This design comes from an exercise in tuning for small area on the open sky130 flow, not from production work. Only simulation tests tie the RTL to the original design; equivalence was not proved. Power is estimated from default activity; no workload was simulated.

// codec_fsm
module codec_fsm #(
	parameter OVERSAMPLE 	= 250,
	parameter DATA_WIDTH 	= 32,
	parameter CHANNELS		= 2
)(
	input	wire 						xclk_i,
	input	wire						reset_n,
	input	wire	signed	[ 31:0 ] 	right_i,
	input	wire	signed	[ 31:0 ] 	left_i,
	output	wire	signed	[ 31:0 ]	right_o,
	output	wire	signed	[ 31:0 ]	left_o,
	output	wire						ready_o,
	output 	wire						bclk_o,
	output 	wire						daclrck_o,
	output	wire						dacdat_o,
	output	wire						adclrck_o,
	input	wire						adcdat_i
);
Size in the first run: roughly 270 cells after synthesis, roughly 140 flip-flops, about 140 I/O pins, ~5000 um^2 of cells after synthesis.
Settings: LEC_CHECK=0, CAP_MARGIN=20, CORE_MARGIN=2, CORE_UTILIZATION=40, SLEW_MARGIN=20; clock period 5.0 ns.
standard.sh (not shown) runs the stock make flow with config.mk's settings and CLKGATE_MAP_FILE= SYNTH_SCRIPT=/design/flow/synth_recipe.tcl, a recipe that flattens the netlist after the stock synthesis.
==> flow/flow/run.sh <==
#!/bin/bash
# Standard ORFS layout with small port buffers and a clock tree built from
# small clock buffers without dummy balancing loads.
set -euo pipefail
export BUFFER_PORTS_ARGS="-buffer_cell sky130_fd_sc_hd__buf_1"
export CTS_ARGS="-sink_clustering_enable -repair_clock_nets -buf_list {sky130_fd_sc_hd__clkbuf_2 sky130_fd_sc_hd__clkbuf_4} -dont_use_dummy_load"
export RECOVER_POWER=100
bash standard.sh > standard.log 2>&1
The baseline finished but failed the layout checks on max-capacitance violations, max-slew violations.
Rerun with:
==> flow/run.sh (new file) <==
#!/bin/bash
# synth_recipe.tcl (not shown) runs the flow's synth.tcl, then flattens the netlist and writes it again
# the make line also repeats each setting of config.mk as NAME=value (left out here)
make -C /OpenROAD-flow-scripts/flow DESIGN_CONFIG=/design/flow/config.mk WORK_HOME=/design/flow/orfs CLKGATE_MAP_FILE= SYNTH_SCRIPT=/design/flow/synth_recipe.tcl finish
removed: flow/flow/run.sh
removed: flow/standard.sh
Result: With this change the flow completed with no timing, DRC or antenna violations. Maximum frequency came out higher by 10%. Non-clock buffer count stays the same. Hold slack improved by 19 ps. Flip-flop and latch count is unchanged. Design area came out higher by 24%. Register-to-register slack improved by 710 ps. Cell count came out higher by 2.4%.

========
Starting RTL as in the previous note.
Settings: LEC_CHECK=0, CAP_MARGIN=20, CORE_MARGIN=2, CORE_UTILIZATION=40, SLEW_MARGIN=20; clock period 5.0 ns.
==> flow/flow/run.sh <==
#!/bin/bash
# Standard ORFS layout with small port buffers and a clock tree built from
# small clock buffers without dummy balancing loads.
set -euo pipefail
export BUFFER_PORTS_ARGS="-buffer_cell sky130_fd_sc_hd__buf_1"
export CTS_ARGS="-sink_clustering_enable -repair_clock_nets -buf_list {sky130_fd_sc_hd__clkbuf_8} -sink_clustering_size 30 -dont_use_dummy_load"
bash standard.sh > standard.log 2>&1
==> next run, changes <==
--- a/flow/flow/run.sh
+++ b/flow/flow/run.sh
@@ -6 +6 @@
-export CTS_ARGS="-sink_clustering_enable -repair_clock_nets -buf_list {sky130_fd_sc_hd__clkbuf_8} -sink_clustering_size 30 -dont_use_dummy_load"
+export CTS_ARGS="-sink_clustering_enable -repair_clock_nets -buf_list {sky130_fd_sc_hd__clkbuf_2 sky130_fd_sc_hd__clkbuf_4} -dont_use_dummy_load"
--- a/flow/config.mk
+++ b/flow/config.mk
@@ -8 +8 @@
-export CAP_MARGIN = 20
+export CAP_MARGIN = 0
@@ -11 +11 @@
-export SLEW_MARGIN = 20
+export SLEW_MARGIN = 0
The changed run completed with no timing, DRC or antenna violations.
Worst setup slack degrades by 71 ps.
First-iteration DRC count increases by 10%.
Sequential power is about the same.
Final area decreases by 1.8%.
Fmax decreases by about 2.5%.
Routed wire length decreases by 0.56%.
Die area stays the same.
==> next run, changes <==
--- a/flow/flow/run.sh
+++ b/flow/flow/run.sh
@@ -6 +6 @@
-export CTS_ARGS="-sink_clustering_enable -repair_clock_nets -buf_list {sky130_fd_sc_hd__clkbuf_2 sky130_fd_sc_hd__clkbuf_4} -dont_use_dummy_load"
+export CTS_ARGS="-sink_clustering_enable -repair_clock_nets -buf_list {sky130_fd_sc_hd__clkbuf_4 sky130_fd_sc_hd__clkbuf_8} -dont_use_dummy_load"
--- a/flow/config.mk
+++ b/flow/config.mk
@@ -8 +8 @@
-export CAP_MARGIN = 0
+export CAP_MARGIN = 20
@@ -11 +11 @@
-export SLEW_MARGIN = 0
+export SLEW_MARGIN = 20
Cell area grows by 1.8%.
Non-clock buffer count is unchanged.
Routed wire length goes up by about 0.57%.
Count of clock-buffer cells in the layout is unchanged.
Global-route usage is about the same.
Combinational power hardly moves.
Via count drops by 0.79%.
Total power increases by 6.6%.
Cell count barely changes.
==> next run, changes <==
--- a/flow/flow/run.sh
+++ b/flow/flow/run.sh
@@ -6 +6 @@
-export CTS_ARGS="-sink_clustering_enable -repair_clock_nets -buf_list {sky130_fd_sc_hd__clkbuf_4 sky130_fd_sc_hd__clkbuf_8} -dont_use_dummy_load"
+export CTS_ARGS="-sink_clustering_enable -repair_clock_nets -buf_list {sky130_fd_sc_hd__clkbuf_2 sky130_fd_sc_hd__clkbuf_4} -dont_use_dummy_load"
Power fell by a few percent.
Synthesized area does not change.
Combinational power stays flat.
Fmax fell by a few percent.
Wire length fell slightly.
Design area fell slightly.
Sequential power is about the same.
Non-clock buffer count is unchanged.

[port drivers added, routing unchanged]
Ports are ideal in the flow. The routed layouts listed here were re-timed in OpenROAD.
Step 1 assumes that a clkbuf_16 drives the clock port and a buf_2 every other input.
Step 2 moves the port delays by t, midway between the first and last clock arrival at a register: inputs arrive t later, outputs are due t later. That takes back most of the time a late clock gives input paths.
Slacks: ideal ports / drivers / drivers and shift; pairs: ideal ports / drivers.
run	t, ns	slack for setup (ns)	worst setup path at the end	worst slew at a driven data input, ns	cell pins on the clock port's net
the first run of note 1	0.516	1.547 / 1.553 / 1.037	input to register	0.05	1
the second run of note 1	0.443	1.861 / 1.824 / 1.647	input to register	0.06	1
the first run of note 2	0.445	2.251 / 2.217 / 1.994	input to register	0.05	1
the second run of note 2	0.513	2.180 / 2.148 / 1.992	input to register	0.05	1
the third run of note 2	0.445	2.251 / 2.217 / 1.994	input to register	0.05	1
the fourth run of note 2	0.513	2.180 / 2.148 / 1.992	input to register	0.05	1
For the first run of note 1, which loses most, drivers alone change the setup slack by +0.006 ns; drivers and shift together by -0.510 ns.
